From an optimization exercise on the open Yosys and OpenROAD flow, aimed at small area, a short achievable clock period and few clock cycles; shortcuts taken in it are not production practice.
No functional check of the RTL was part of any run shown here.

==> flow/design.v <==
`timescale 1ns/1ns
module FullAdder( input a, input b, input cin, output S, output cout );
assign S = a ^ b ^ cin;
assign cout = ( a & b ) | ( a & cin ) | ( b & cin );
endmodule
module HalfAdder( input a, input b, output S, output cout );
assign S = a ^ b;
assign cout = a & b;
endmodule
`timescale 1ns/1ns
module TotalALU( clk, dataA, dataB, Signal, control, Output, Busy, reset );
input reset ;
input clk ;
input [2:0] control ;
input [31:0] dataA ;
input [31:0] dataB ;
input [5:0] Signal ;
output [31:0] Output ;
output Busy ;
wire sub = control[2];
wire subH = Signal[1];
wire [31:0] bx = dataB ^ { {16{subH}}, {16{sub}} };
wire [31:0] sum;
wire cout;
wire [31:0] a_g = dataA & bx;
wire [31:0] a_p = dataA ^ bx;
wire a_g0c = sub ? ( dataA[0] | ~dataB[0] ) : ( dataA[0] & dataB[0] );
wire a_G1 = a_g[1] | (a_p[1] & a_g0c);
wire a_G2 = a_g[3] | (a_p[3] & a_g[2]);
wire a_P2 = a_p[3] & a_p[2];
wire a_G3 = a_g[5] | (a_p[5] & a_g[4]);
wire a_P3 = a_p[5] & a_p[4];
wire a_G4 = a_g[7] | (a_p[7] & a_g[6]);
wire a_P4 = a_p[7] & a_p[6];
wire a_G5 = a_g[9] | (a_p[9] & a_g[8]);
wire a_P5 = a_p[9] & a_p[8];
wire a_G6 = a_g[11] | (a_p[11] & a_g[10]);
wire a_P6 = a_p[11] & a_p[10];
wire a_G7 = a_g[13] | (a_p[13] & a_g[12]);
wire a_P7 = a_p[13] & a_p[12];
wire a_G8 = a_g[15] | (a_p[15] & a_g[14]);
wire a_P8 = a_p[15] & a_p[14];
wire a_G9 = a_g[17] | (a_p[17] & a_g[16]);
wire a_P9 = a_p[17] & a_p[16];
wire a_G10 = a_g[19] | (a_p[19] & a_g[18]);
wire a_P10 = a_p[19] & a_p[18];
wire a_G11 = a_g[21] | (a_p[21] & a_g[20]);
wire a_P11 = a_p[21] & a_p[20];
wire a_G12 = a_g[23] | (a_p[23] & a_g[22]);
wire a_P12 = a_p[23] & a_p[22];
wire a_G13 = a_g[25] | (a_p[25] & a_g[24]);
wire a_P13 = a_p[25] & a_p[24];
wire a_G14 = a_g[27] | (a_p[27] & a_g[26]);
wire a_P14 = a_p[27] & a_p[26];
wire a_G15 = a_g[29] | (a_p[29] & a_g[28]);
wire a_P15 = a_p[29] & a_p[28];
wire a_G16 = a_g[31] | (a_p[31] & a_g[30]);
wire a_P16 = a_p[31] & a_p[30];
wire a_G17 = a_g[2] | (a_p[2] & a_G1);
wire a_G18 = a_G2 | (a_P2 & a_G1);
wire a_G19 = a_g[6] | (a_p[6] & a_G3);
wire a_P19 = a_p[6] & a_P3;
wire a_G20 = a_G4 | (a_P4 & a_G3);
wire a_P20 = a_P4 & a_P3;
wire a_G21 = a_g[10] | (a_p[10] & a_G5);
wire a_P21 = a_p[10] & a_P5;
wire a_G22 = a_G6 | (a_P6 & a_G5);
wire a_P22 = a_P6 & a_P5;
wire a_G23 = a_g[14] | (a_p[14] & a_G7);
wire a_P23 = a_p[14] & a_P7;
wire a_G24 = a_G8 | (a_P8 & a_G7);
wire a_P24 = a_P8 & a_P7;
wire a_G25 = a_g[18] | (a_p[18] & a_G9);
wire a_P25 = a_p[18] & a_P9;
wire a_G26 = a_G10 | (a_P10 & a_G9);
wire a_P26 = a_P10 & a_P9;
wire a_G27 = a_g[22] | (a_p[22] & a_G11);
wire a_P27 = a_p[22] & a_P11;
wire a_G28 = a_G12 | (a_P12 & a_G11);
wire a_P28 = a_P12 & a_P11;
wire a_G29 = a_g[26] | (a_p[26] & a_G13);
wire a_P29 = a_p[26] & a_P13;
wire a_G30 = a_G14 | (a_P14 & a_G13);
wire a_P30 = a_P14 & a_P13;
wire a_G31 = a_g[30] | (a_p[30] & a_G15);
wire a_P31 = a_p[30] & a_P15;
wire a_G32 = a_G16 | (a_P16 & a_G15);
wire a_P32 = a_P16 & a_P15;
wire a_G33 = a_g[4] | (a_p[4] & a_G18);
wire a_G34 = a_G3 | (a_P3 & a_G18);
wire a_G35 = a_G19 | (a_P19 & a_G18);
wire a_G36 = a_G20 | (a_P20 & a_G18);
wire a_G37 = a_g[12] | (a_p[12] & a_G22);
wire a_P37 = a_p[12] & a_P22;
wire a_G38 = a_G7 | (a_P7 & a_G22);
wire a_P38 = a_P7 & a_P22;
wire a_G39 = a_G23 | (a_P23 & a_G22);
wire a_P39 = a_P23 & a_P22;
wire a_G40 = a_G24 | (a_P24 & a_G22);
wire a_P40 = a_P24 & a_P22;
wire a_G41 = a_g[20] | (a_p[20] & a_G26);
wire a_P41 = a_p[20] & a_P26;
wire a_G42 = a_G11 | (a_P11 & a_G26);
wire a_P42 = a_P11 & a_P26;
wire a_G43 = a_G27 | (a_P27 & a_G26);
wire a_P43 = a_P27 & a_P26;
wire a_G44 = a_G28 | (a_P28 & a_G26);
wire a_P44 = a_P28 & a_P26;
wire a_G45 = a_g[28] | (a_p[28] & a_G30);
wire a_P45 = a_p[28] & a_P30;
wire a_G46 = a_G15 | (a_P15 & a_G30);
wire a_P46 = a_P15 & a_P30;
wire a_G47 = a_G31 | (a_P31 & a_G30);
wire a_P47 = a_P31 & a_P30;
wire a_G48 = a_G32 | (a_P32 & a_G30);
wire a_P48 = a_P32 & a_P30;
wire a_G49 = a_g[8] | (a_p[8] & a_G36);
wire a_G50 = a_G5 | (a_P5 & a_G36);
wire a_G51 = a_G21 | (a_P21 & a_G36);
wire a_G52 = a_G22 | (a_P22 & a_G36);
wire a_G53 = a_G37 | (a_P37 & a_G36);
wire a_G54 = a_G38 | (a_P38 & a_G36);
wire a_G55 = a_G39 | (a_P39 & a_G36);
wire a_G56 = a_G40 | (a_P40 & a_G36);
wire a_G57 = a_g[24] | (a_p[24] & a_G44);
wire a_P57 = a_p[24] & a_P44;
wire a_G58 = a_G13 | (a_P13 & a_G44);
wire a_P58 = a_P13 & a_P44;
wire a_G59 = a_G29 | (a_P29 & a_G44);
wire a_P59 = a_P29 & a_P44;
wire a_G60 = a_G30 | (a_P30 & a_G44);
wire a_P60 = a_P30 & a_P44;
wire a_G61 = a_G45 | (a_P45 & a_G44);
wire a_P61 = a_P45 & a_P44;
wire a_G62 = a_G46 | (a_P46 & a_G44);
wire a_P62 = a_P46 & a_P44;
wire a_G63 = a_G47 | (a_P47 & a_G44);
wire a_P63 = a_P47 & a_P44;
wire a_G64 = a_G48 | (a_P48 & a_G44);
wire a_P64 = a_P48 & a_P44;
wire a_G65 = a_g[16] | (a_p[16] & a_G56);
wire a_G66 = a_G9 | (a_P9 & a_G56);
wire a_G67 = a_G25 | (a_P25 & a_G56);
wire a_G68 = a_G26 | (a_P26 & a_G56);
wire a_G69 = a_G41 | (a_P41 & a_G56);
wire a_G70 = a_G42 | (a_P42 & a_G56);
wire a_G71 = a_G43 | (a_P43 & a_G56);
wire a_G72 = a_G44 | (a_P44 & a_G56);
wire a_G73 = a_G57 | (a_P57 & a_G56);
wire a_G74 = a_G58 | (a_P58 & a_G56);
wire a_G75 = a_G59 | (a_P59 & a_G56);
wire a_G76 = a_G60 | (a_P60 & a_G56);
wire a_G77 = a_G61 | (a_P61 & a_G56);
wire a_G78 = a_G62 | (a_P62 & a_G56);
wire a_G79 = a_G63 | (a_P63 & a_G56);
wire a_G80 = a_G64 | (a_P64 & a_G56);
wire [31:0] a_c = {a_G79, a_G78, a_G77, a_G76, a_G75, a_G74, a_G73, a_G72, a_G71, a_G70, a_G69, a_G68, a_G67, a_G66, a_G65, a_G56, a_G55, a_G54, a_G53, a_G52, a_G51, a_G50, a_G49, a_G36, a_G35, a_G34, a_G33, a_G18, a_G17, a_G1, a_g0c, sub};
assign sum = a_p ^ a_c;
assign cout = a_G80;
wire lt = ~cout;
wire [31:0] shl = dataA << dataB[4:0];
reg [64:0] P;
reg [31:0] A;
reg [1:0]  cnt;
assign Busy = cnt != 2'd0;
wire accept = ( Signal == 6'd25 ) & ~Busy;
wire [31:0] mc = accept ? dataA : A;
wire [8:0] mb = Busy ? { P[8] & ( cnt != 2'd1 ), P[7:0] } : { dataB[8:1], 1'b0 };
wire [32:0] acc = Busy ? P[64:32] : { 1'b0, mc & {32{dataB[0]}} };
wire neg0 = mb[2];
wire one0 = mb[1] ^ mb[0];
wire two0 = ( mb[2] & ~mb[1] & ~mb[0] ) | ( ~mb[2] & mb[1] & mb[0] );
wire [32:0] x0 = ( ( {1'b0, mc} & {33{one0}} ) | ( {mc, 1'b0} & {33{two0}} ) ) ^ {33{neg0}};
wire neg1 = mb[4];
wire one1 = mb[3] ^ mb[2];
wire two1 = ( mb[4] & ~mb[3] & ~mb[2] ) | ( ~mb[4] & mb[3] & mb[2] );
wire [32:0] x1 = ( ( {1'b0, mc} & {33{one1}} ) | ( {mc, 1'b0} & {33{two1}} ) ) ^ {33{neg1}};
wire neg2 = mb[6];
wire one2 = mb[5] ^ mb[4];
wire two2 = ( mb[6] & ~mb[5] & ~mb[4] ) | ( ~mb[6] & mb[5] & mb[4] );
wire [32:0] x2 = ( ( {1'b0, mc} & {33{one2}} ) | ( {mc, 1'b0} & {33{two2}} ) ) ^ {33{neg2}};
wire neg3 = mb[8];
wire one3 = mb[7] ^ mb[6];
wire two3 = ( mb[8] & ~mb[7] & ~mb[6] ) | ( ~mb[8] & mb[7] & mb[6] );
wire [32:0] x3 = ( ( {1'b0, mc} & {33{one3}} ) | ( {mc, 1'b0} & {33{two3}} ) ) ^ {33{neg3}};
wire [23:0] rest = Busy ? P[31:8] : dataB[31:8];
wire s1;
wire c2;
wire s3;
wire c4;
wire s5;
wire c6;
wire s7;
wire c8;
wire s9;
wire c10;
wire s11;
wire c12;
wire s13;
wire c14;
wire s15;
wire c16;
wire s17;
wire c18;
wire s19;
wire c20;
wire s21;
wire c22;
wire s23;
wire c24;
wire s25;
wire c26;
wire s27;
wire c28;
wire s29;
wire c30;
wire s31;
wire c32;
wire s33;
wire c34;
wire s35;
wire c36;
wire s37;
wire c38;
wire s39;
wire c40;
wire s41;
wire c42;
wire s43;
wire c44;
wire s45;
wire c46;
wire s47;
wire c48;
wire s49;
wire c50;
wire s51;
wire c52;
wire s53;
wire c54;
wire s55;
wire c56;
wire s57;
wire c58;
wire s59;
wire c60;
wire s61;
wire c62;
wire s63;
wire c64;
wire s65;
wire c66;
wire s67;
wire c68;
wire s69;
wire c70;
wire s71;
wire c72;
wire s73;
wire c74;
wire s75;
wire c76;
wire s77;
wire c78;
wire s79;
wire c80;
wire s81;
wire c82;
wire s83;
wire c84;
wire s85;
wire c86;
wire s87;
wire c88;
wire s89;
wire c90;
wire s91;
wire c92;
wire s93;
wire c94;
wire s95;
wire c96;
wire s97;
wire c98;
wire s99;
wire c100;
wire s101;
wire c102;
wire s103;
wire c104;
wire s105;
wire c106;
wire s107;
wire c108;
wire s109;
wire c110;
wire s111;
wire c112;
wire s113;
wire c114;
wire s115;
wire c116;
wire s117;
wire c118;
wire s119;
wire c120;
wire s121;
wire c122;
wire s123;
wire c124;
wire s125;
wire c126;
wire s127;
wire c128;
wire s129;
wire c130;
wire s131;
wire c132;
wire s133;
wire c134;
wire s135;
wire c136;
wire s137;
wire c138;
wire s139;
wire c140;
wire s141;
wire c142;
wire s143;
wire c144;
wire s145;
wire c146;
wire s147;
wire c148;
wire s149;
wire c150;
wire s151;
wire c152;
wire s153;
wire c154;
wire s155;
wire c156;
wire s157;
wire c158;
wire s159;
wire c160;
wire s161;
wire c162;
wire s163;
wire c164;
wire s165;
wire c166;
wire s167;
wire c168;
wire s169;
wire c170;
wire s171;
wire c172;
wire s173;
wire c174;
wire s175;
wire c176;
wire s177;
wire c178;
wire s179;
wire c180;
wire s181;
wire c182;
wire s183;
wire c184;
wire s185;
wire c186;
wire s187;
wire c188;
wire s189;
wire c190;
wire s191;
wire c192;
wire s193;
wire c194;
wire s195;
wire c196;
wire s197;
wire c198;
wire s199;
wire c200;
wire s201;
wire c202;
wire s203;
wire c204;
wire s205;
wire c206;
wire s207;
wire c208;
wire s209;
wire c210;
wire s211;
wire c212;
wire s213;
wire c214;
wire s215;
wire c216;
wire s217;
wire c218;
wire s219;
wire c220;
wire s221;
wire c222;
wire s223;
wire c224;
wire s225;
wire c226;
wire s227;
wire c228;
wire s229;
wire c230;
wire s231;
wire c232;
wire s233;
wire c234;
wire s235;
wire c236;
wire s237;
wire c238;
wire s239;
wire c240;
wire s241;
wire c242;
wire s243;
wire c244;
wire s245;
wire c246;
wire s247;
wire c248;
wire s249;
wire c250;
wire s251;
wire c252;
wire s253;
wire c254;
wire s255;
wire c256;
wire s257;
wire c258;
wire s259;
wire c260;
wire s261;
wire c262;
wire s263;
wire c264;
wire s265;
wire c266;
wire s267;
wire c268;
wire s269;
wire c270;
wire s271;
wire c272;
HalfAdder u_s1 ( .a(acc[5]), .b(x0[4]), .S(s1), .cout(c2) );
HalfAdder u_s3 ( .a(acc[6]), .b(x0[5]), .S(s3), .cout(c4) );
FullAdder u_s5 ( .a(acc[7]), .b(x0[6]), .cin(x1[4]), .S(s5), .cout(c6) );
HalfAdder u_s7 ( .a(x2[2]), .b(x3[0]), .S(s7), .cout(c8) );
FullAdder u_s9 ( .a(acc[8]), .b(x0[7]), .cin(x1[5]), .S(s9), .cout(c10) );
HalfAdder u_s11 ( .a(x2[3]), .b(x3[1]), .S(s11), .cout(c12) );
FullAdder u_s13 ( .a(acc[9]), .b(x0[8]), .cin(x1[6]), .S(s13), .cout(c14) );
HalfAdder u_s15 ( .a(x2[4]), .b(x3[2]), .S(s15), .cout(c16) );
FullAdder u_s17 ( .a(acc[10]), .b(x0[9]), .cin(x1[7]), .S(s17), .cout(c18) );
HalfAdder u_s19 ( .a(x2[5]), .b(x3[3]), .S(s19), .cout(c20) );
FullAdder u_s21 ( .a(acc[11]), .b(x0[10]), .cin(x1[8]), .S(s21), .cout(c22) );
HalfAdder u_s23 ( .a(x2[6]), .b(x3[4]), .S(s23), .cout(c24) );
FullAdder u_s25 ( .a(acc[12]), .b(x0[11]), .cin(x1[9]), .S(s25), .cout(c26) );
HalfAdder u_s27 ( .a(x2[7]), .b(x3[5]), .S(s27), .cout(c28) );
FullAdder u_s29 ( .a(acc[13]), .b(x0[12]), .cin(x1[10]), .S(s29), .cout(c30) );
HalfAdder u_s31 ( .a(x2[8]), .b(x3[6]), .S(s31), .cout(c32) );
FullAdder u_s33 ( .a(acc[14]), .b(x0[13]), .cin(x1[11]), .S(s33), .cout(c34) );
HalfAdder u_s35 ( .a(x2[9]), .b(x3[7]), .S(s35), .cout(c36) );
FullAdder u_s37 ( .a(acc[15]), .b(x0[14]), .cin(x1[12]), .S(s37), .cout(c38) );
HalfAdder u_s39 ( .a(x2[10]), .b(x3[8]), .S(s39), .cout(c40) );
FullAdder u_s41 ( .a(acc[16]), .b(x0[15]), .cin(x1[13]), .S(s41), .cout(c42) );
HalfAdder u_s43 ( .a(x2[11]), .b(x3[9]), .S(s43), .cout(c44) );
FullAdder u_s45 ( .a(acc[17]), .b(x0[16]), .cin(x1[14]), .S(s45), .cout(c46) );
HalfAdder u_s47 ( .a(x2[12]), .b(x3[10]), .S(s47), .cout(c48) );
FullAdder u_s49 ( .a(acc[18]), .b(x0[17]), .cin(x1[15]), .S(s49), .cout(c50) );
HalfAdder u_s51 ( .a(x2[13]), .b(x3[11]), .S(s51), .cout(c52) );
FullAdder u_s53 ( .a(acc[19]), .b(x0[18]), .cin(x1[16]), .S(s53), .cout(c54) );
HalfAdder u_s55 ( .a(x2[14]), .b(x3[12]), .S(s55), .cout(c56) );
FullAdder u_s57 ( .a(acc[20]), .b(x0[19]), .cin(x1[17]), .S(s57), .cout(c58) );
HalfAdder u_s59 ( .a(x2[15]), .b(x3[13]), .S(s59), .cout(c60) );
FullAdder u_s61 ( .a(acc[21]), .b(x0[20]), .cin(x1[18]), .S(s61), .cout(c62) );
HalfAdder u_s63 ( .a(x2[16]), .b(x3[14]), .S(s63), .cout(c64) );
FullAdder u_s65 ( .a(acc[22]), .b(x0[21]), .cin(x1[19]), .S(s65), .cout(c66) );
HalfAdder u_s67 ( .a(x2[17]), .b(x3[15]), .S(s67), .cout(c68) );
FullAdder u_s69 ( .a(acc[23]), .b(x0[22]), .cin(x1[20]), .S(s69), .cout(c70) );
HalfAdder u_s71 ( .a(x2[18]), .b(x3[16]), .S(s71), .cout(c72) );
FullAdder u_s73 ( .a(acc[24]), .b(x0[23]), .cin(x1[21]), .S(s73), .cout(c74) );
HalfAdder u_s75 ( .a(x2[19]), .b(x3[17]), .S(s75), .cout(c76) );
FullAdder u_s77 ( .a(acc[25]), .b(x0[24]), .cin(x1[22]), .S(s77), .cout(c78) );
HalfAdder u_s79 ( .a(x2[20]), .b(x3[18]), .S(s79), .cout(c80) );
FullAdder u_s81 ( .a(acc[26]), .b(x0[25]), .cin(x1[23]), .S(s81), .cout(c82) );
HalfAdder u_s83 ( .a(x2[21]), .b(x3[19]), .S(s83), .cout(c84) );
FullAdder u_s85 ( .a(acc[27]), .b(x0[26]), .cin(x1[24]), .S(s85), .cout(c86) );
HalfAdder u_s87 ( .a(x2[22]), .b(x3[20]), .S(s87), .cout(c88) );
FullAdder u_s89 ( .a(acc[28]), .b(x0[27]), .cin(x1[25]), .S(s89), .cout(c90) );
HalfAdder u_s91 ( .a(x2[23]), .b(x3[21]), .S(s91), .cout(c92) );
FullAdder u_s93 ( .a(acc[29]), .b(x0[28]), .cin(x1[26]), .S(s93), .cout(c94) );
HalfAdder u_s95 ( .a(x2[24]), .b(x3[22]), .S(s95), .cout(c96) );
FullAdder u_s97 ( .a(acc[30]), .b(x0[29]), .cin(x1[27]), .S(s97), .cout(c98) );
HalfAdder u_s99 ( .a(x2[25]), .b(x3[23]), .S(s99), .cout(c100) );
FullAdder u_s101 ( .a(acc[31]), .b(x0[30]), .cin(x1[28]), .S(s101), .cout(c102) );
HalfAdder u_s103 ( .a(x2[26]), .b(x3[24]), .S(s103), .cout(c104) );
FullAdder u_s105 ( .a(~acc[32]), .b(x0[31]), .cin(x1[29]), .S(s105), .cout(c106) );
HalfAdder u_s107 ( .a(x2[27]), .b(~x3[25]), .S(s107), .cout(c108) );
FullAdder u_s109 ( .a(x0[32]), .b(x1[30]), .cin(x2[28]), .S(s109), .cout(c110) );
HalfAdder u_s111 ( .a(x3[26]), .b(~x3[25]), .S(s111), .cout(c112) );
FullAdder u_s113 ( .a(~neg0), .b(x1[31]), .cin(x2[29]), .S(s113), .cout(c114) );
HalfAdder u_s115 ( .a(x3[27]), .b(x3[25]), .S(s115), .cout(c116) );
HalfAdder u_s117 ( .a(x1[32]), .b(x2[30]), .S(s117), .cout(c118) );
HalfAdder u_s119 ( .a(~neg1), .b(x2[31]), .S(s119), .cout(c120) );
HalfAdder u_s121 ( .a(acc[3]), .b(x0[2]), .S(s121), .cout(c122) );
HalfAdder u_s123 ( .a(acc[4]), .b(x0[3]), .S(s123), .cout(c124) );
FullAdder u_s125 ( .a(x1[2]), .b(x2[0]), .cin(neg2), .S(s125), .cout(c126) );
FullAdder u_s127 ( .a(x1[3]), .b(x2[1]), .cin(c2), .S(s127), .cout(c128) );
FullAdder u_s129 ( .a(neg3), .b(c4), .cin(s5), .S(s129), .cout(c130) );
FullAdder u_s131 ( .a(c6), .b(c8), .cin(s9), .S(s131), .cout(c132) );
FullAdder u_s133 ( .a(c10), .b(c12), .cin(s13), .S(s133), .cout(c134) );
FullAdder u_s135 ( .a(c14), .b(c16), .cin(s17), .S(s135), .cout(c136) );
FullAdder u_s137 ( .a(c18), .b(c20), .cin(s21), .S(s137), .cout(c138) );
FullAdder u_s139 ( .a(c22), .b(c24), .cin(s25), .S(s139), .cout(c140) );
FullAdder u_s141 ( .a(c26), .b(c28), .cin(s29), .S(s141), .cout(c142) );
FullAdder u_s143 ( .a(c30), .b(c32), .cin(s33), .S(s143), .cout(c144) );
FullAdder u_s145 ( .a(c34), .b(c36), .cin(s37), .S(s145), .cout(c146) );
FullAdder u_s147 ( .a(c38), .b(c40), .cin(s41), .S(s147), .cout(c148) );
FullAdder u_s149 ( .a(c42), .b(c44), .cin(s45), .S(s149), .cout(c150) );
FullAdder u_s151 ( .a(c46), .b(c48), .cin(s49), .S(s151), .cout(c152) );
FullAdder u_s153 ( .a(c50), .b(c52), .cin(s53), .S(s153), .cout(c154) );
FullAdder u_s155 ( .a(c54), .b(c56), .cin(s57), .S(s155), .cout(c156) );
FullAdder u_s157 ( .a(c58), .b(c60), .cin(s61), .S(s157), .cout(c158) );
FullAdder u_s159 ( .a(c62), .b(c64), .cin(s65), .S(s159), .cout(c160) );
FullAdder u_s161 ( .a(c66), .b(c68), .cin(s69), .S(s161), .cout(c162) );
FullAdder u_s163 ( .a(c70), .b(c72), .cin(s73), .S(s163), .cout(c164) );
FullAdder u_s165 ( .a(c74), .b(c76), .cin(s77), .S(s165), .cout(c166) );
FullAdder u_s167 ( .a(c78), .b(c80), .cin(s81), .S(s167), .cout(c168) );
FullAdder u_s169 ( .a(c82), .b(c84), .cin(s85), .S(s169), .cout(c170) );
FullAdder u_s171 ( .a(c86), .b(c88), .cin(s89), .S(s171), .cout(c172) );
FullAdder u_s173 ( .a(c90), .b(c92), .cin(s93), .S(s173), .cout(c174) );
FullAdder u_s175 ( .a(c94), .b(c96), .cin(s97), .S(s175), .cout(c176) );
FullAdder u_s177 ( .a(c98), .b(c100), .cin(s101), .S(s177), .cout(c178) );
FullAdder u_s179 ( .a(c102), .b(c104), .cin(s105), .S(s179), .cout(c180) );
FullAdder u_s181 ( .a(c106), .b(c108), .cin(s109), .S(s181), .cout(c182) );
FullAdder u_s183 ( .a(c110), .b(c112), .cin(s113), .S(s183), .cout(c184) );
FullAdder u_s185 ( .a(~x3[28]), .b(c114), .cin(c116), .S(s185), .cout(c186) );
FullAdder u_s187 ( .a(x3[29]), .b(x3[28]), .cin(c118), .S(s187), .cout(c188) );
HalfAdder u_s189 ( .a(x2[32]), .b(~x3[30]), .S(s189), .cout(c190) );
HalfAdder u_s191 ( .a(~neg2), .b(x3[31]), .S(s191), .cout(c192) );
HalfAdder u_s193 ( .a(acc[1]), .b(x0[0]), .S(s193), .cout(c194) );
HalfAdder u_s195 ( .a(acc[2]), .b(x0[1]), .S(s195), .cout(c196) );
FullAdder u_s197 ( .a(x1[0]), .b(neg1), .cin(s121), .S(s197), .cout(c198) );
FullAdder u_s199 ( .a(x1[1]), .b(c122), .cin(s123), .S(s199), .cout(c200) );
FullAdder u_s201 ( .a(s1), .b(c124), .cin(s125), .S(s201), .cout(c202) );
FullAdder u_s203 ( .a(s3), .b(c126), .cin(s127), .S(s203), .cout(c204) );
FullAdder u_s205 ( .a(s7), .b(c128), .cin(s129), .S(s205), .cout(c206) );
FullAdder u_s207 ( .a(s11), .b(c130), .cin(s131), .S(s207), .cout(c208) );
FullAdder u_s209 ( .a(s15), .b(c132), .cin(s133), .S(s209), .cout(c210) );
FullAdder u_s211 ( .a(s19), .b(c134), .cin(s135), .S(s211), .cout(c212) );
FullAdder u_s213 ( .a(s23), .b(c136), .cin(s137), .S(s213), .cout(c214) );
FullAdder u_s215 ( .a(s27), .b(c138), .cin(s139), .S(s215), .cout(c216) );
FullAdder u_s217 ( .a(s31), .b(c140), .cin(s141), .S(s217), .cout(c218) );
FullAdder u_s219 ( .a(s35), .b(c142), .cin(s143), .S(s219), .cout(c220) );
FullAdder u_s221 ( .a(s39), .b(c144), .cin(s145), .S(s221), .cout(c222) );
FullAdder u_s223 ( .a(s43), .b(c146), .cin(s147), .S(s223), .cout(c224) );
FullAdder u_s225 ( .a(s47), .b(c148), .cin(s149), .S(s225), .cout(c226) );
FullAdder u_s227 ( .a(s51), .b(c150), .cin(s151), .S(s227), .cout(c228) );
FullAdder u_s229 ( .a(s55), .b(c152), .cin(s153), .S(s229), .cout(c230) );
FullAdder u_s231 ( .a(s59), .b(c154), .cin(s155), .S(s231), .cout(c232) );
FullAdder u_s233 ( .a(s63), .b(c156), .cin(s157), .S(s233), .cout(c234) );
FullAdder u_s235 ( .a(s67), .b(c158), .cin(s159), .S(s235), .cout(c236) );
FullAdder u_s237 ( .a(s71), .b(c160), .cin(s161), .S(s237), .cout(c238) );
FullAdder u_s239 ( .a(s75), .b(c162), .cin(s163), .S(s239), .cout(c240) );
FullAdder u_s241 ( .a(s79), .b(c164), .cin(s165), .S(s241), .cout(c242) );
FullAdder u_s243 ( .a(s83), .b(c166), .cin(s167), .S(s243), .cout(c244) );
FullAdder u_s245 ( .a(s87), .b(c168), .cin(s169), .S(s245), .cout(c246) );
FullAdder u_s247 ( .a(s91), .b(c170), .cin(s171), .S(s247), .cout(c248) );
FullAdder u_s249 ( .a(s95), .b(c172), .cin(s173), .S(s249), .cout(c250) );
FullAdder u_s251 ( .a(s99), .b(c174), .cin(s175), .S(s251), .cout(c252) );
FullAdder u_s253 ( .a(s103), .b(c176), .cin(s177), .S(s253), .cout(c254) );
FullAdder u_s255 ( .a(s107), .b(c178), .cin(s179), .S(s255), .cout(c256) );
FullAdder u_s257 ( .a(s111), .b(c180), .cin(s181), .S(s257), .cout(c258) );
FullAdder u_s259 ( .a(s115), .b(c182), .cin(s183), .S(s259), .cout(c260) );
FullAdder u_s261 ( .a(s117), .b(c184), .cin(s185), .S(s261), .cout(c262) );
FullAdder u_s263 ( .a(s119), .b(c186), .cin(s187), .S(s263), .cout(c264) );
FullAdder u_s265 ( .a(c120), .b(c188), .cin(s189), .S(s265), .cout(c266) );
FullAdder u_s267 ( .a(x3[30]), .b(c190), .cin(s191), .S(s267), .cout(c268) );
HalfAdder u_s269 ( .a(~x3[32]), .b(c192), .S(s269), .cout(c270) );
HalfAdder u_s271 ( .a(~neg3), .b(x3[32]), .S(s271), .cout(c272) );
wire [40:0] ra = {c270, c268, c266, c264, c262, c260, c258, c256, c254, c252, c250, c248, c246, c244, c242, c240, c238, c236, c234, c232, c230, c228, c226, c224, c222, c220, c218, c216, c214, c212, c210, c208, c206, c204, c202, c200, c198, c196, c194, neg0, acc[0]};
wire [40:0] rb = {s271, s269, s267, s265, s263, s261, s259, s257, s255, s253, s251, s249, s247, s245, s243, s241, s239, s237, s235, s233, s231, s229, s227, s225, s223, s221, s219, s217, s215, s213, s211, s209, s207, s205, s203, s201, s199, s197, s195, s193, 1'b0};
wire [40:0] t;
wire [40:0] m_g = ra & rb;
wire [40:0] m_p = ra ^ rb;
wire m_G1 = m_g[1] | (m_p[1] & m_g[0]);
wire m_G2 = m_g[3] | (m_p[3] & m_g[2]);
wire m_P2 = m_p[3] & m_p[2];
wire m_G3 = m_g[5] | (m_p[5] & m_g[4]);
wire m_P3 = m_p[5] & m_p[4];
wire m_G4 = m_g[7] | (m_p[7] & m_g[6]);
wire m_P4 = m_p[7] & m_p[6];
wire m_G5 = m_g[9] | (m_p[9] & m_g[8]);
wire m_P5 = m_p[9] & m_p[8];
wire m_G6 = m_g[11] | (m_p[11] & m_g[10]);
wire m_P6 = m_p[11] & m_p[10];
wire m_G7 = m_g[13] | (m_p[13] & m_g[12]);
wire m_P7 = m_p[13] & m_p[12];
wire m_G8 = m_g[15] | (m_p[15] & m_g[14]);
wire m_P8 = m_p[15] & m_p[14];
wire m_G9 = m_g[17] | (m_p[17] & m_g[16]);
wire m_P9 = m_p[17] & m_p[16];
wire m_G10 = m_g[19] | (m_p[19] & m_g[18]);
wire m_P10 = m_p[19] & m_p[18];
wire m_G11 = m_g[21] | (m_p[21] & m_g[20]);
wire m_P11 = m_p[21] & m_p[20];
wire m_G12 = m_g[23] | (m_p[23] & m_g[22]);
wire m_P12 = m_p[23] & m_p[22];
wire m_G13 = m_g[25] | (m_p[25] & m_g[24]);
wire m_P13 = m_p[25] & m_p[24];
wire m_G14 = m_g[27] | (m_p[27] & m_g[26]);
wire m_P14 = m_p[27] & m_p[26];
wire m_G15 = m_g[29] | (m_p[29] & m_g[28]);
wire m_P15 = m_p[29] & m_p[28];
wire m_G16 = m_g[31] | (m_p[31] & m_g[30]);
wire m_P16 = m_p[31] & m_p[30];
wire m_G17 = m_g[33] | (m_p[33] & m_g[32]);
wire m_P17 = m_p[33] & m_p[32];
wire m_G18 = m_g[35] | (m_p[35] & m_g[34]);
wire m_P18 = m_p[35] & m_p[34];
wire m_G19 = m_g[37] | (m_p[37] & m_g[36]);
wire m_P19 = m_p[37] & m_p[36];
wire m_G20 = m_g[39] | (m_p[39] & m_g[38]);
wire m_P20 = m_p[39] & m_p[38];
wire m_G21 = m_g[2] | (m_p[2] & m_G1);
wire m_G22 = m_G2 | (m_P2 & m_G1);
wire m_G23 = m_g[6] | (m_p[6] & m_G3);
wire m_P23 = m_p[6] & m_P3;
wire m_G24 = m_G4 | (m_P4 & m_G3);
wire m_P24 = m_P4 & m_P3;
wire m_G25 = m_g[10] | (m_p[10] & m_G5);
wire m_P25 = m_p[10] & m_P5;
wire m_G26 = m_G6 | (m_P6 & m_G5);
wire m_P26 = m_P6 & m_P5;
wire m_G27 = m_g[14] | (m_p[14] & m_G7);
wire m_P27 = m_p[14] & m_P7;
wire m_G28 = m_G8 | (m_P8 & m_G7);
wire m_P28 = m_P8 & m_P7;
wire m_G29 = m_g[18] | (m_p[18] & m_G9);
wire m_P29 = m_p[18] & m_P9;
wire m_G30 = m_G10 | (m_P10 & m_G9);
wire m_P30 = m_P10 & m_P9;
wire m_G31 = m_g[22] | (m_p[22] & m_G11);
wire m_P31 = m_p[22] & m_P11;
wire m_G32 = m_G12 | (m_P12 & m_G11);
wire m_P32 = m_P12 & m_P11;
wire m_G33 = m_g[26] | (m_p[26] & m_G13);
wire m_P33 = m_p[26] & m_P13;
wire m_G34 = m_G14 | (m_P14 & m_G13);
wire m_P34 = m_P14 & m_P13;
wire m_G35 = m_g[30] | (m_p[30] & m_G15);
wire m_P35 = m_p[30] & m_P15;
wire m_G36 = m_G16 | (m_P16 & m_G15);
wire m_P36 = m_P16 & m_P15;
wire m_G37 = m_g[34] | (m_p[34] & m_G17);
wire m_P37 = m_p[34] & m_P17;
wire m_G38 = m_G18 | (m_P18 & m_G17);
wire m_P38 = m_P18 & m_P17;
wire m_G39 = m_g[38] | (m_p[38] & m_G19);
wire m_P39 = m_p[38] & m_P19;
wire m_G40 = m_G20 | (m_P20 & m_G19);
wire m_P40 = m_P20 & m_P19;
wire m_G41 = m_g[4] | (m_p[4] & m_G22);
wire m_G42 = m_G3 | (m_P3 & m_G22);
wire m_G43 = m_G23 | (m_P23 & m_G22);
wire m_G44 = m_G24 | (m_P24 & m_G22);
wire m_G45 = m_g[12] | (m_p[12] & m_G26);
wire m_P45 = m_p[12] & m_P26;
wire m_G46 = m_G7 | (m_P7 & m_G26);
wire m_P46 = m_P7 & m_P26;
wire m_G47 = m_G27 | (m_P27 & m_G26);
wire m_P47 = m_P27 & m_P26;
wire m_G48 = m_G28 | (m_P28 & m_G26);
wire m_P48 = m_P28 & m_P26;
wire m_G49 = m_g[20] | (m_p[20] & m_G30);
wire m_P49 = m_p[20] & m_P30;
wire m_G50 = m_G11 | (m_P11 & m_G30);
wire m_P50 = m_P11 & m_P30;
wire m_G51 = m_G31 | (m_P31 & m_G30);
wire m_P51 = m_P31 & m_P30;
wire m_G52 = m_G32 | (m_P32 & m_G30);
wire m_P52 = m_P32 & m_P30;
wire m_G53 = m_g[28] | (m_p[28] & m_G34);
wire m_P53 = m_p[28] & m_P34;
wire m_G54 = m_G15 | (m_P15 & m_G34);
wire m_P54 = m_P15 & m_P34;
wire m_G55 = m_G35 | (m_P35 & m_G34);
wire m_P55 = m_P35 & m_P34;
wire m_G56 = m_G36 | (m_P36 & m_G34);
wire m_P56 = m_P36 & m_P34;
wire m_G57 = m_g[36] | (m_p[36] & m_G38);
wire m_P57 = m_p[36] & m_P38;
wire m_G58 = m_G19 | (m_P19 & m_G38);
wire m_P58 = m_P19 & m_P38;
wire m_G59 = m_G39 | (m_P39 & m_G38);
wire m_P59 = m_P39 & m_P38;
wire m_G60 = m_G40 | (m_P40 & m_G38);
wire m_P60 = m_P40 & m_P38;
wire m_G61 = m_g[8] | (m_p[8] & m_G44);
wire m_G62 = m_G5 | (m_P5 & m_G44);
wire m_G63 = m_G25 | (m_P25 & m_G44);
wire m_G64 = m_G26 | (m_P26 & m_G44);
wire m_G65 = m_G45 | (m_P45 & m_G44);
wire m_G66 = m_G46 | (m_P46 & m_G44);
wire m_G67 = m_G47 | (m_P47 & m_G44);
wire m_G68 = m_G48 | (m_P48 & m_G44);
wire m_G69 = m_g[24] | (m_p[24] & m_G52);
wire m_P69 = m_p[24] & m_P52;
wire m_G70 = m_G13 | (m_P13 & m_G52);
wire m_P70 = m_P13 & m_P52;
wire m_G71 = m_G33 | (m_P33 & m_G52);
wire m_P71 = m_P33 & m_P52;
wire m_G72 = m_G34 | (m_P34 & m_G52);
wire m_P72 = m_P34 & m_P52;
wire m_G73 = m_G53 | (m_P53 & m_G52);
wire m_P73 = m_P53 & m_P52;
wire m_G74 = m_G54 | (m_P54 & m_G52);
wire m_P74 = m_P54 & m_P52;
wire m_G75 = m_G55 | (m_P55 & m_G52);
wire m_P75 = m_P55 & m_P52;
wire m_G76 = m_G56 | (m_P56 & m_G52);
wire m_P76 = m_P56 & m_P52;
wire m_G77 = m_g[40] | (m_p[40] & m_G60);
wire m_P77 = m_p[40] & m_P60;
wire m_G78 = m_g[16] | (m_p[16] & m_G68);
wire m_G79 = m_G9 | (m_P9 & m_G68);
wire m_G80 = m_G29 | (m_P29 & m_G68);
wire m_G81 = m_G30 | (m_P30 & m_G68);
wire m_G82 = m_G49 | (m_P49 & m_G68);
wire m_G83 = m_G50 | (m_P50 & m_G68);
wire m_G84 = m_G51 | (m_P51 & m_G68);
wire m_G85 = m_G52 | (m_P52 & m_G68);
wire m_G86 = m_G69 | (m_P69 & m_G68);
wire m_G87 = m_G70 | (m_P70 & m_G68);
wire m_G88 = m_G71 | (m_P71 & m_G68);
wire m_G89 = m_G72 | (m_P72 & m_G68);
wire m_G90 = m_G73 | (m_P73 & m_G68);
wire m_G91 = m_G74 | (m_P74 & m_G68);
wire m_G92 = m_G75 | (m_P75 & m_G68);
wire m_G93 = m_G76 | (m_P76 & m_G68);
wire m_G94 = m_g[32] | (m_p[32] & m_G93);
wire m_G95 = m_G17 | (m_P17 & m_G93);
wire m_G96 = m_G37 | (m_P37 & m_G93);
wire m_G97 = m_G38 | (m_P38 & m_G93);
wire m_G98 = m_G57 | (m_P57 & m_G93);
wire m_G99 = m_G58 | (m_P58 & m_G93);
wire m_G100 = m_G59 | (m_P59 & m_G93);
wire m_G101 = m_G60 | (m_P60 & m_G93);
wire m_G102 = m_G77 | (m_P77 & m_G93);
wire [40:0] m_c = {m_G101, m_G100, m_G99, m_G98, m_G97, m_G96, m_G95, m_G94, m_G93, m_G92, m_G91, m_G90, m_G89, m_G88, m_G87, m_G86, m_G85, m_G84, m_G83, m_G82, m_G81, m_G80, m_G79, m_G78, m_G68, m_G67, m_G66, m_G65, m_G64, m_G63, m_G62, m_G61, m_G44, m_G43, m_G42, m_G41, m_G22, m_G21, m_G1, m_g[0], 1'b0};
assign t = m_p ^ m_c;
always @( posedge clk ) begin
  A <= mc;
  if ( reset ) begin
    P <= 65'd0;
    cnt <= 2'd0;
  end else if ( accept | Busy ) begin
    P <= { t, rest };
    cnt <= cnt - 2'd1;
  end
end
wire isAND = Signal == 6'd36;
wire isOR  = Signal == 6'd37;
wire isAS  = ( Signal == 6'd32 ) | ( Signal == 6'd34 );
wire isSLT = Signal == 6'd42;
wire isSLL = Signal == 6'd0;
wire isHI  = Signal == 6'd16;
wire isLO  = Signal == 6'd18;
assign Output = ( {32{isAND}} & ( dataA & dataB ) )
              | ( {32{isOR}}  & ( dataA | dataB ) )
              | ( {32{isAS}}  & sum )
              | { 31'd0, isSLT & lt }
              | ( {32{isSLL}} & shl )
              | ( {32{isHI}}  & P[63:32] )
              | ( {32{isLO}}  & P[31:0] );
endmodule
==> flow/flow/run.sh <==
#!/bin/bash
# Layout: the standard flow (standard.sh: standard synthesis, floorplan,
# placement, CTS, routing), with two changes:
#  - the port buffers are buf_1 cells (repair_timing upsizes the critical ones) rather than the delay cells buffer_ports
#    picks by default (every input and output port still gets a buffer);
#  - repair_timing aims for SETUP_SLACK_MARGIN ns more setup slack than the
#    clock needs, so it shortens the port-to-port paths that set the period.
# The clock, its period and the I/O constraints are the standard flow's, unchanged.
set -euo pipefail
MARGIN=${MARGIN:-11}
bash standard.sh "SETUP_SLACK_MARGIN=$MARGIN" \
  "BUFFER_PORTS_ARGS=-buffer_cell sky130_fd_sc_hd__buf_1" REMOVE_ABC_BUFFERS=1 finish > standard_flow.log 2>&1
==> flow/standard.sh <==
#!/bin/bash
# synth_recipe.tcl (not shown) runs the flow's synth.tcl, then flattens the netlist and writes it again
# the make line also repeats each setting of config.mk as NAME=value (left out here)
make -C /OpenROAD-flow-scripts/flow DESIGN_CONFIG=/design/flow/config.mk WORK_HOME=/design/flow/orfs CLKGATE_MAP_FILE= SYNTH_SCRIPT=/design/flow/synth_recipe.tcl "${@:-finish}"
==> flow/config.mk <==
export PLATFORM = sky130hd
export DESIGN_NAME = TotalALU
export DESIGN_NICKNAME = TotalALU
export VERILOG_FILES = /design/flow/design.v
export SDC_FILE = /design/flow/constraint.sdc
export NUM_CORES = 4
export LEC_CHECK = 0
export CAP_MARGIN = 20
export CORE_MARGIN = 2
export CORE_UTILIZATION = 40
export SLEW_MARGIN = 20
export SYNTH_HIERARCHICAL = 1
export SYNTH_MINIMUM_KEEP_SIZE = 0
==> flow/constraint.sdc <==
create_clock -name core_clock -period 24.0 [get_ports {clk}]
set_input_delay 4.8000 -clock core_clock [delete_from_list [all_inputs] [get_ports {clk}]]
set_output_delay 4.8000 -clock core_clock [all_outputs]
set_load 0.01 [all_outputs]
==> results of run 1 <==
-- registers in the layout, indices dropped and copies added (netlist names) --
| name | count |
|---|---|
| A | 32 |
| P | 65 |
| cnt | 2 |
-- Yosys stat by module, one instance, submodules excluded --
module / cells / copies in the design / flip-flops and latches
TotalALU: 1647 / 1 / 99
HalfAdder: 1 / 40 / 0
FullAdder: 1 / 96 / 0
-- worst min-delay path by stage --
stage	from	end	slack [ps]
6_report	P[42]$_SDFFE_PP0P_	P[42]$_SDFFE_PP0P_	450
3_5_place_dp	P[42]$_SDFFE_PP0P_	P[42]$_SDFFE_PP0P_	450
5_1_grt	P[42]$_SDFFE_PP0P_	P[42]$_SDFFE_PP0P_	480
4_1_cts	P[42]$_SDFFE_PP0P_	P[42]$_SDFFE_PP0P_	460
2_1_floorplan	P[42]$_SDFFE_PP0P_	P[42]$_SDFFE_PP0P_	430
3_3_place_gp	P[42]$_SDFFE_PP0P_	P[42]$_SDFFE_PP0P_	440
-- cell families after synthesis --
family | share of synthesized area [%]
AOI/OAI and AO/OA | 23.7
and+or+nand+nor | 12.9
adders and majority gates | 23.9
buffers and inverters | 5.18
xor gates and xnor gates | 11.6
muxes | 9.28
DFF | 13.4
-- metrics by stage --
step | cells | hold slack (ps) | util (%) | cell area [um2] | worst slack (ps)
floorplan | 1663 | 426 | - | 14400 | 10620
global placement | 2271 | 440 | 43.0 | 15700 | 10240
detailed placement | 2271 | 447 | 43.0 | 15700 | 10280
CTS | 2292 | 455 | 44.3 | 16200 | 11000
global route | 2311 | 479 | 45.1 | 16500 | 10990
finish | 2312 | 453 | 45.1 | 16500 | 11060
-- layout make-up --
| class | instances | share of cell area, % |
|---|---|---|
| clock inverters | 5 | 0.372 |
| diodes | 1 | 0.0152 |
| inverters | 82 | 1.87 |
| multi-input cells | 1482 | 74.7 |
| clock buffers | 11 | 1.47 |
| well taps | 468 | 3.55 |
| flip-flops and latches | 99 | 12.0 |
| repair buffers | 164 | 6.04 |
-- layout by cell type, fill, tap and decap left out, drive strengths merged, types with 10 or more instances in the layout --
master / synthesis / layout
xnor2: 149 / 149
o2bb2ai: 27 / 27
a221o: 11 / 11
and2: 10 / 10
nand3: 18 / 18
buf: 28 / 154
a21o: 20 / 20
nand2: 215 / 215
clkbuf: 92 / 19
ha: 114 / 114
a311oi: 24 / 24
or3: 12 / 12
o22ai: 137 / 137
o21ai: 64 / 64
nor3: 16 / 16
fa: 106 / 106
xor2: 48 / 48
mux2i: 83 / 83
nor2b: 16 / 16
mux2: 18 / 18
inv: 79 / 80
a221oi: 16 / 16
a21oi: 108 / 108
a211oi: 22 / 22
mux4: 15 / 15
o221ai: 13 / 13
nor2: 103 / 103
dfxtp: 99 / 99
-- critical path, delay by kind of cell --
family / cells / cell delay, ps
buf+inv: 2 / 650
compound gates: 8 / 2200
fa+ha+maj: 1 / 380
simple gates: 1 / 100
-- layer usage --
metal  part of all wire (%)  up-vias
met1                     42     7131
met5                      0        -
met4                    2.5        0
li1                       -     6592
met2                     46      811
met3                    9.5       95
-- what timing repair did --
item,4_1_cts,5_1_grt
setup endpoints to repair,17,12
pin swaps,5,10
hold endpoints to repair,0,0
setup buffers,3,17
resized for setup,16,30
gates cloned,2,2
==> metrics.md, run 1 <==
| Metric | Value |
|---|---|
| Outcome | `no timing/DRC/antenna violations` |
| Drt drc | `0` |
| Fin crit share | `between 50% and 60%` |
| Die Span X | `196 um` |
| First-pass detailed-route iteration total | `10` |
| GR Util met1 | `40.0%` |
| Row count | `70` |
| CTS HTree Levels | `3` |
| CP Capture Point | `Output[0]` |
| I/O pin count | `108` |
| Die Y | `approximately 200 um` |
| Sequential area share after synthesis | `13.4%` |
| Clk sinks | `99` |
| Post-synth EDFFs | `0` |
| Worst R2R Setup Slack | `between 15000 and 20000 ps` |
| Num CTS Buffers | `9` |
| Layout cells sized above 1 | `9.12%` |
| Hold Vio Cnt, Final | `0` |
| DR vias | `14.6k` |
| Fin Clk Skew | `15.9 ps` |
| Worst Hold Depth | `2` |
| Area Overhead vs Synth | `11.2%` |
| Fill count | `3634` |
| Worst-Margin Slew | `1100 ps` |
| CP required | `between 15000 and 20000 ps` |
| Ys async rst share | `0%` |
| FF-to-FF End | `P[63]$_SDFFE_PP0P_` |
| RSZ-0062 raised after global routing | `no` |
| Most frequent cell after synthesis | `nand2_1` |
| Most common cell on crit path | `buf_1` |
| Worst endpoint data arrival time | `8140 ps` |
| Max Freq | `a little under 80 MHz` |
| Max incr delay on CP | `460 ps` |
| R2r startpoint | `cnt[0]$_SDFFE_PP0P_` |
| Worst-Skew Late Latency | `380 ps` |
| Hold Path Class | `reg -> reg` |
| Reg area | `about 2000 um2` |
| Main flop type after synthesis | `dfxtp_1` |
| Largest net degree at the start of global routing | `between 60 and 70` |
| Hold_buf cts | `0` |
| Core area | `36500 um2` |
| RD Place Congestion | `0.938` |
| Yosys Warn Count | `7` |
| Vias in the first global route | `14.0k` |
| Worst path slowest cell | `a2111oi_4` |
| Fin Setup TNS | `0 ps` |
| CP Capture Type | `output pin` |
| GRT overflow | `0` |
| Yosys top cell area share | `14.3%` |
| Grt peak-use layer | `met2` |
| M2 GR Usage | `46.6%` |
| Synth area leaders | `fa_1 (14%), dfxtp_1 (13%), ha_1 (9.6%), xnor2_1 (8.8%), o22ai_1 (5.8%)` |
| Dpl hpwl | `41.2 mm` |
| Max_slew headroom | `approximately a quarter` |
| Die Area | `38600 um2` |
| PortBufs | `between 100 and 150` |
| Initial Util | `40.6%` |
| Setup CP Type | `in -> out` |
| Max Cap Viol | `0` |
| Final setup viols | `0` |
| Synth area leader | `fa_1` |
| Crit-path max FO | `8` |
| Crit path launch | `dataA[9]` |
| Clock transition at path regs | `70 ps` |
| Initial antenna violation count | `1` |
| DRT iter0 DRCs | `roughly 1.9k` |
| First-pass GRT wire length | `85.4 mm` |
| Routed vias/inst | `6.33` |
| Met3 Use GR | `3.92%` |
| Routed Antenna Nets | `0` |
| Startpoint Class | `input port` |
| Most frequent cells after synthesis | `nand2_1 (214), xnor2_1 (149), o22ai_1 (137)` |
| Minimum clock period | `12940 ps` |
| Deepest clock path buffer count | `2` |
| Fin nets | `2133` |
| Fin. max-slew vios | `0` |
| Yosys cell types | `76` |
| Multi-input gate area | `~12000 um2` |
| R2R cell count | `24` |
| Mapped cell area | `around 15000 um2` |
| Wirelength per Cell | `around 24 um` |
| Flops & latches, synth | `99` |
| CTS tree | `yes` |
| Syn Area/Cell | `approximately 8.3 um2` |
| Drt total wl | `56.2 mm` |
| Tot GR Track Use | `28.8%` |
| Mapped Cells | `1783` |
| Root Buffer | `clkbuf_16` |
| Critical Path, Cell by Cell | `buf_1, ha_1, a21o_1, a21oi_2, o311ai_4, a221oi_2, a21boi_2, a221o_1, a2111oi_4, nor3_2, o31ai_1, buf_1` |
==> run 2, diff against run 1 <==
--- a/flow/design.v
+++ b/flow/design.v
@@ -17,9 +17,8 @@
 input [5:0] Signal ;
 output [31:0] Output ;
 output Busy ;
-wire sub = control[2];
-wire subH = Signal[1];
-wire [31:0] bx = dataB ^ { {16{subH}}, {16{sub}} };
+wire sub = Signal[1];
+wire [31:0] bx = dataB ^ {32{sub}};
 wire [31:0] sum;
 wire cout;
 wire [31:0] a_g = dataA & bx;
@@ -780,11 +779,13 @@
 wire isSLL = Signal == 6'd0;
 wire isHI  = Signal == 6'd16;
 wire isLO  = Signal == 6'd18;
-assign Output = ( {32{isAND}} & ( dataA & dataB ) )
+wire [31:0] oth = ( {32{isAND}} & ( dataA & dataB ) )
               | ( {32{isOR}}  & ( dataA | dataB ) )
-              | ( {32{isAS}}  & sum )
               | { 31'd0, isSLT & lt }
               | ( {32{isSLL}} & shl )
               | ( {32{isHI}}  & P[63:32] )
               | ( {32{isLO}}  & P[31:0] );
+wire [31:0] o0 = oth | ( {32{isAS}} & a_p );
+wire [31:0] o1 = oth | ( {32{isAS}} & ~a_p );
+assign Output = ( a_c & o1 ) | ( ~a_c & o0 );
 endmodule
==> run 2 against run 1 <==
Compared with the run above: final cell count decreased by 3.6%; fmax down 0.28%; critical path depth is 3 higher; critical endpoint is now Output[29].
==> metrics.md, run 2 <==
| Metric | Value |
|---|---|
| Fin nets | `2052 (-3.8%)` |
| Outcome | `no timing/DRC/antenna violations` |
| Cell area after layout | `16000 um2 (-2.8%)` |
| Clk sinks | `99 (unchanged)` |
| CTS tree | `yes` |
| Die Area | `37700 um2 (-2.3%)` |
| Fin Setup TNS | `0 ps (unchanged)` |
| Startpoint Class | `input port` |
| I/O pin count | `108 (unchanged)` |
| Fin crit share | `54.1% (+0.15 points)` |
| Largest register FFs | `65 (unchanged)` |
| DR vias | `14.2k (-2.7%)` |
| Synth area leader | `fa_1` |
| Flops & latches, synth | `99 (unchanged)` |
| Die Span X | `194 um (-1.1%)` |
| Layout cells sized above 1 | `8.14% (-0.97 points)` |
| Most common cell after layout, fill and taps aside | `nand2_1` |
| Largest Register | `P` |
| Main flop type after synthesis | `dfxtp_1` |
| Yosys cell types | `71 (-6.6%)` |
| Num CTS Buffers | `9 (unchanged)` |
| Final core utilization | `45.0% (-0.089 points)` |
| Most frequent cell after synthesis | `nand2_1` |
| CTS HTree Levels | `3 (unchanged)` |
| GRT overflow | `0 (unchanged)` |
| CP Capture Type | `output pin` |
| Deepest clock path buffer count | `2 (unchanged)` |
| Fill count | `3525 (-3.0%)` |
| Mapped cell area | `14500 um2 (-2.3%)` |
| PortBufs | `104 (-0.95%)` |
| Tot GR Track Use | `28.5% (-0.37 points)` |
| Max Freq | `77.1 MHz (-0.28%)` |
| RSZ-0062 raised after global routing | `yes` |
| Hold Path Class | `reg -> reg` |
| Routed Antenna Nets | `0 (unchanged)` |
| Yosys top cell area share | `14.0% (-0.35 points)` |
| Ys async rst share | `0% (unchanged)` |
| Worst endpoint data arrival time | `8170 ps (+30 ps)` |
| Routed vias/inst | `6.38 (+0.90%)` |
| Setup WS pre-CTS | `10430 ps (+151 ps)` |
| Fin Clk Skew | `9.89 ps (-5.98 ps)` |
| Worst-Margin Slew | `1140 ps (+36.6 ps)` |
| Drt drc | `0 (unchanged)` |
| Hold Vio Cnt, Final | `0 (unchanged)` |
| RD Place Congestion | `0.987 (+5.2%)` |
| Sequential area share after synthesis | `13.7% (+0.32 points)` |
| Dpl hpwl | `39.4 mm (-4.5%)` |
| Initial Util | `40.7% (+0.12 points)` |
| Row count | `69 (-1.4%)` |
| Commonest cells after routing, fill and taps aside | `nand2_1 (176), xnor2_1 (156), o22ai_1 (126)` |
| Setup CP Type | `in -> out` |
| Initial antenna violation count | `0 (-1)` |
| Root Buffer | `clkbuf_16` |
| CP required | `19200 ps (about the same)` |
| Die Y | `194 um (-1.1%)` |
| Mapped Cells | `1710 (-4.1%)` |
| Most frequent cells after synthesis | `nand2_1 (178), xnor2_1 (159), o22ai_1 (126)` |
| Core area | `35600 um2 (-2.6%)` |
| Syn Area/Cell | `8.47 um2 (+1.9%)` |
| Fin. max-slew vios | `0 (unchanged)` |
| Wirelength per Cell | `24.5 um (+0.79%)` |
| Minimum clock period | `12970 ps (+36.2 ps)` |
| Hold_buf cts | `0 (unchanged)` |
| N_diodes | `0 (-1)` |
| Yosys Warn Count | `7 (unchanged)` |
| Vias in the first global route | `13.8k (-1.4%)` |
| Post-synth EDFFs | `0 (unchanged)` |
| Max_slew headroom | `23.4% (-1.0 points)` |
| DRT iter0 DRCs | `1393 (-25%)` |
| Drt total wl | `54.6 mm (-2.8%)` |
| Crit-path max FO | `7 (-1)` |
| Clock transition at path regs | `70 ps (about the same)` |
| Post-route setup slack | `11030 ps (-36.2 ps)` |
| Dpl cell area | `15400 um2 (-1.9%)` |
| Synth area leaders | `fa_1 (14%), dfxtp_1 (14%), ha_1 (9.7%), xnor2_1 (9.6%), o22ai_1 (5.4%)` |
| Largest net degree at the start of global routing | `70 (+2.9%)` |
| Area Overhead vs Synth | `10.6%` |
| First-pass GRT wire length | `83.8 mm (-1.9%)` |
| First-pass detailed-route iteration total | `8 (-2)` |
| Largest registers | `P x65, A x32, cnt x2` |
| WHS | `479 ps (+25.2 ps)` |
| Worst-Skew Late Latency | `370 ps (about the same)` |
| Max Cap Viol | `0 (unchanged)` |
| Final setup viols | `0 (unchanged)` |
run 2: cell types whose count changed after synthesis, sizes merged, moves of 11 or more:
cell,delta
nand2,-37
maj3,+19
mux2i,-16
inv,-14
clkbuf,+12
or3,-12
o22ai,-11
run 2: path summary, 6_finish.rpt:
| kind | start | to | slack (ps) | cells after the start |
|---|---|---|---|---|
| min reg2reg | P[28]$_SDFFE_PP0P_ | P[28]$_SDFFE_PP0P_ | 480 | 2 |
| max reg2reg | cnt[0]$_SDFFE_PP0P_ | P[57]$_SDFFE_PP0P_ | 15420 | 26 |
| max | Signal[1] | Output[29] | 11030 | 15 |
| min | P[28]$_SDFFE_PP0P_ | P[28]$_SDFFE_PP0P_ | 480 | 2 |
run 2: Yosys stat by module, one instance, submodules excluded:
module     flip-flops and latches  cell area [um2]
HalfAdder                       0             12.5
FullAdder                       0             20.0
TotalALU                       99            12100
run 2: final cells by class:
class,instances,area [um2],share of cell area [%]
inverter,68,255,1.59
sequential,99,1980,12.4
clock inverter,5,61.3,0.383
multi-input combinational,1420,11900,74.6
tap,461,577,3.60
timing repair buffer,166,970,6.05
clock buffer,10,229,1.43
run 2: kinds of logic (layout without fill, tap and decap cells):
kind of cell	Yosys count	in the layout	share of synthesized area, %
adders and majority gates	232	232	25.0
xor gates and xnor gates	212	212	12.8
muxes	92	92	7.93
DFF	99	99	13.7
buffers and inverters	191	249	5.04
and+or+nand+nor	373	373	11.2
AOI/OAI and AO/OA	511	511	24.3
run 2: per-layer routing:
layer | global-route usage, % | up-vias | wire [um]
met1 | 38.6 | 6950 | 22800
met2 | 44.9 | 779 | 25000
met5 | 0 | - | 0
met4 | 11.5 | 0 | 2100
li1 | - | 6385 | -
met3 | 4.89 | 117 | 4700
run 2: worst max-delay path, cell delays in order:
cell	delay, ps
buf_12	100
buf_12	130
xor2_2	140
ha_1	350
a21o_1	220
a221oi_4	300
o21ai_2	130
a211o_1	370
a211o_4	380
a2111oi_4	410
or2_4	200
nor3b_2	40
a31oi_2	240
o221ai_1	150
buf_2	180
run 2: stage by stage:
step | std cells
final | 2229
after global routing | 2229
after CTS | 2224
after detailed placement | 2197
after global placement | 2197
after floorplan | 1587
run 2: repair_timing:
item,in CTS,in global routing
gates cloned,1,1
resized for setup,19,16
setup buffers,11,4
endpoints found under the setup margin,13,9
pin swaps,9,16
==> run 3, diff against run 2 <==
--- a/flow/design.v
+++ b/flow/design.v
@@ -7,6 +7,9 @@
 assign S = a ^ b;
 assign cout = a & b;
 endmodule
+module Xor2( input a, input b, output y );
+assign y = a ^ b;
+endmodule
 `timescale 1ns/1ns
 module TotalALU( clk, dataA, dataB, Signal, control, Output, Busy, reset );
 input reset ;
@@ -18,11 +21,19 @@
 output [31:0] Output ;
 output Busy ;
 wire sub = Signal[1];
-wire [31:0] bx = dataB ^ {32{sub}};
+wire [31:0] bx;
+genvar xi;
+generate for ( xi = 0; xi < 32; xi = xi + 1 ) begin : bxor
+  Xor2 u_bx ( .a(dataB[xi]), .b(sub), .y(bx[xi]) );
+end endgenerate
 wire [31:0] sum;
 wire cout;
-wire [31:0] a_g = dataA & bx;
-wire [31:0] a_p = dataA ^ bx;
+wire [31:0] a_g;
+wire [31:0] a_p;
+genvar gi;
+generate for ( gi = 0; gi < 32; gi = gi + 1 ) begin : pg
+  HalfAdder u_pg ( .a(dataA[gi]), .b(bx[gi]), .S(a_p[gi]), .cout(a_g[gi]) );
+end endgenerate
 wire a_g0c = sub ? ( dataA[0] | ~dataB[0] ) : ( dataA[0] & dataB[0] );
 wire a_G1 = a_g[1] | (a_p[1] & a_g0c);
 wire a_G2 = a_g[3] | (a_p[3] & a_g[2]);
@@ -779,13 +790,11 @@
 wire isSLL = Signal == 6'd0;
 wire isHI  = Signal == 6'd16;
 wire isLO  = Signal == 6'd18;
-wire [31:0] oth = ( {32{isAND}} & ( dataA & dataB ) )
+assign Output = ( {32{isAND}} & ( dataA & dataB ) )
               | ( {32{isOR}}  & ( dataA | dataB ) )
+              | ( {32{isAS}}  & sum )
               | { 31'd0, isSLT & lt }
               | ( {32{isSLL}} & shl )
               | ( {32{isHI}}  & P[63:32] )
               | ( {32{isLO}}  & P[31:0] );
-wire [31:0] o0 = oth | ( {32{isAS}} & a_p );
-wire [31:0] o1 = oth | ( {32{isAS}} & ~a_p );
-assign Output = ( a_c & o1 ) | ( ~a_c & o0 );
 endmodule
==> run 3 against run 2 <==
Compared with the run above: clock-buffer cell count unchanged; global-route usage fell by 1.1 points; first-iteration DRC count decreased by 13%; final cell count is 1.8% lower; register-to-register slack better by 500 ps; design area hardly changed; highest routed layer unchanged.
==> metrics.md, run 3 <==
| Metric | Value |
|---|---|
| Outcome | `no timing/DRC/antenna violations` |
| Final setup viols | `0 (unchanged)` |
| DRT iter0 DRCs | `1215 (-13%)` |
| Met2 wire len | `24.1 mm (-3.6%)` |
| Worst-Skew Late Latency | `370 ps (about the same)` |
| Hold Vio Cnt, Final | `0 (unchanged)` |
| CTS HTree Levels | `3 (unchanged)` |
| Placed Instances | `2169 (-1.3%)` |
| Tot GR Track Use | `27.4% (-1.1 points)` |
| Routed Antenna Nets | `0 (unchanged)` |
| Finished Layout Cells | `2188 (-1.8%)` |
| Fin Clk Skew | `8.90 ps (-0.985 ps)` |
| Largest Register | `P` |
| N_diodes | `0 (unchanged)` |
| Yosys cell types | `79 (+11%)` |
| Root Buffer | `clkbuf_16` |
| Most frequent cell after synthesis | `xnor2_1` |
| Cell area after layout | `16000 um2 (about the same)` |
| Setup CP Type | `in -> out` |
| Largest register FFs | `65 (unchanged)` |
| CP required | `19200 ps (about the same)` |
| PortBufs | `104 (unchanged)` |
| Yosys top cell area share | `13.7% (-0.23 points)` |
| Minimum clock period | `12950 ps (-23.0 ps)` |
| Most common cell after layout, fill and taps aside | `xnor2_1` |
| Crit-path max FO | `25 (+18)` |
| Fin. max-slew vios | `0 (unchanged)` |
| Most frequent cells after synthesis | `xnor2_1 (159), o22ai_1 (135), ha_1 (118)` |
| Max_slew headroom | `27.5% (+4.2 points)` |
| Synth area leader | `fa_1` |
| Max incr delay on CP | `410 ps (about the same)` |
| Critical Path, Cell by Cell | `buf_8, buf_16, xor2_1, ha_1, ha_1, o211ai_1, nand3_1, nand3_2, a211oi_1, nand2b_4, a221o_1, a31oi_4, nor2_1, o311ai_2, buf_2` |
| Initial antenna violation count | `0 (unchanged)` |
| Final core utilization | `44.0% (-1.1 points)` |
| CP Capture Type | `output pin` |
| Fin Setup TNS | `0 ps (unchanged)` |
| Clock transition at path regs | `70 ps (about the same)` |
| Commonest cells after routing, fill and taps aside | `xnor2_1 (156), o22ai_1 (135), ha_1 (117)` |
| Startpoint Class | `input port` |
| Worst-Margin Slew | `1060 ps (-82.0 ps)` |
| Reg area | `1980 um2 (unchanged)` |
| Ys async rst share | `0% (unchanged)` |
| Hold Path Class | `reg -> reg` |
| Routed met1 length | `22.1 mm (-2.8%)` |
| Worst path slowest cell | `a221o_1` |
| First-pass detailed-route iteration total | `7 (-1)` |
| Drt total wl | `52.5 mm (-3.9%)` |
| Row count | `70 (+1.4%)` |
| Synth area leaders | `fa_1 (14%), dfxtp_1 (13%), ha_1 (10%), xnor2_1 (9.5%), mux2i_1 (7.0%)` |
| DR vias | `13.8k (-3.1%)` |
| Deepest clock path buffer count | `2 (unchanged)` |
| Syn Area/Cell | `8.81 um2 (+4.1%)` |
| Max Freq | `77.2 MHz (+0.18%)` |
| Area Overhead vs Synth | `8.86%` |
| First-pass GRT wire length | `81.2 mm (-3.1%)` |
| Post-synth EDFFs | `0 (unchanged)` |
| Max Cap Viol | `0 (unchanged)` |
| Fin crit share | `54.0% (-0.096 points)` |
| Most common cell on crit path | `ha_1` |
| I/O pin count | `108 (unchanged)` |
| Initial Util | `40.4% (-0.31 points)` |
| Top sig layer | `met4` |
| GRT overflow | `0 (unchanged)` |
| RD Place Congestion | `0.930 (-5.7%)` |
## run 3: cell types whose count changed in the layout (fill, tap and decap cells not counted), moves of 6 or more
cell      previous run  this run
o22ai_1            126       135
buf_4               57        37
o31ai_1              8         2
nor2_1             100        89
nor3_1              24        12
or3_1                0         9
mux2_2               7        21
a21oi_1             94       100
nand2_1            176       104
mux2i_1             64       101
ha_1               111       117
a311oi_1            24         3
a211oi_1            23        46
a221oi_1            18         6
## run 3: layout make-up
cell class,instances,area share (%)
clock buffers,10,1.43
clock inverters,6,0.344
inverters,73,1.71
multi-input cells,1387,75.7
flip-flops and latches,99,12.4
well taps,468,3.66
repair buffers,145,4.82
## run 3: critical path: cells and delay by family
family / cells / cell delay (ps)
fa+ha+maj: 2 / 470
simple gates: 4 / 660
buf+inv: 3 / 660
xor+xnor: 1 / 190
compound gates: 5 / 1350
## run 3: path summary, 6_finish.rpt
check                       from                  to  slack [ps]  cells past startpoint
max reg2reg  cnt[0]$_SDFFE_PP0P_  P[64]$_SDFFE_PP0P_       15920                     24
max                    Signal[1]           Output[0]       11050                     15
min reg2reg   P[42]$_SDFFE_PP0P_  P[42]$_SDFFE_PP0P_         460                      2
min           P[42]$_SDFFE_PP0P_  P[42]$_SDFFE_PP0P_         460                      2
## run 3: per-layer routing
layer / vias to the layer above / GRT usage [%]
met5: - / 0
met4: 0 / 11.8
met3: 105 / 3.25
met2: 662 / 44.3
met1: 6779 / 36.9
li1: 6245 / -
## run 3: cells by family after synthesis
group / Yosys count / share of synthesized area (%)
DFF: 99 / 13.5
xor gates and xnor gates: 211 / 12.6
adders and majority gates: 240 / 25.2
muxes: 144 / 11.6
AOI/OAI and AO/OA: 493 / 22.8
buffers and inverters: 184 / 4.82
and+or+nand+nor: 299 / 9.51
## run 3: repair_timing
item | CTS | global route
hold buffers | 0 | 0
gates cloned | 1 | 0
pin swaps | 0 | 2
resized for setup | 7 | 5
setup endpoints to repair | 17 | 4
setup buffers | 0 | 2
## run 3: through the flow
stage / worst slack, ps
3_3_place_gp: 10490
3_5_place_dp: 10380
6_report: 11050
4_1_cts: 11020
5_1_grt: 10970
2_1_floorplan: 9710
## run 3: Yosys stat by module, one instance, submodules excluded
module	area (um2)	flip-flops and latches	cells inside
HalfAdder	12.5	0	1
TotalALU	11600	99	1470
FullAdder	20.0	0	1
Xor2	8.76	0	1

-- static timing again, ports no longer ideal --
The flow's constraints put no driver on any port. The routed layouts listed below were extracted and timed again, unchanged, in two steps. Step 1: set_driving_cell puts a clkbuf_16 on clk and a buf_2 on each other input, an assumption about the parent block. Step 2 adds t to the input delays and takes it off the output delays; t is the mean of the earliest and latest rising clock arrival at the registers after step 1. Input paths then give back, and output paths get back, about the clock's delay inside the block. a / b / c = ideal ports / drivers / drivers and shift; a / b = the first two.
run	t, ns	setup WS [ns]	slew at the worst register clock pin (ns)	worst data-port slew with drivers (ns)	pins driven straight from the clock port
run 1	0.419	11.064 / 11.037 / 11.037	0.08 / 0.08	0.05	1
run 2	0.415	11.028 / 10.980 / 10.980	0.08 / 0.08	0.06	1
run 3	0.405	11.051 / 10.992 / 10.992	0.08 / 0.08	0.06	1
After both steps setup and hold are still met in every run listed. The setup slack of run 3, which loses most, moves by -0.059 ns with the drivers and by -0.059 ns with both steps.
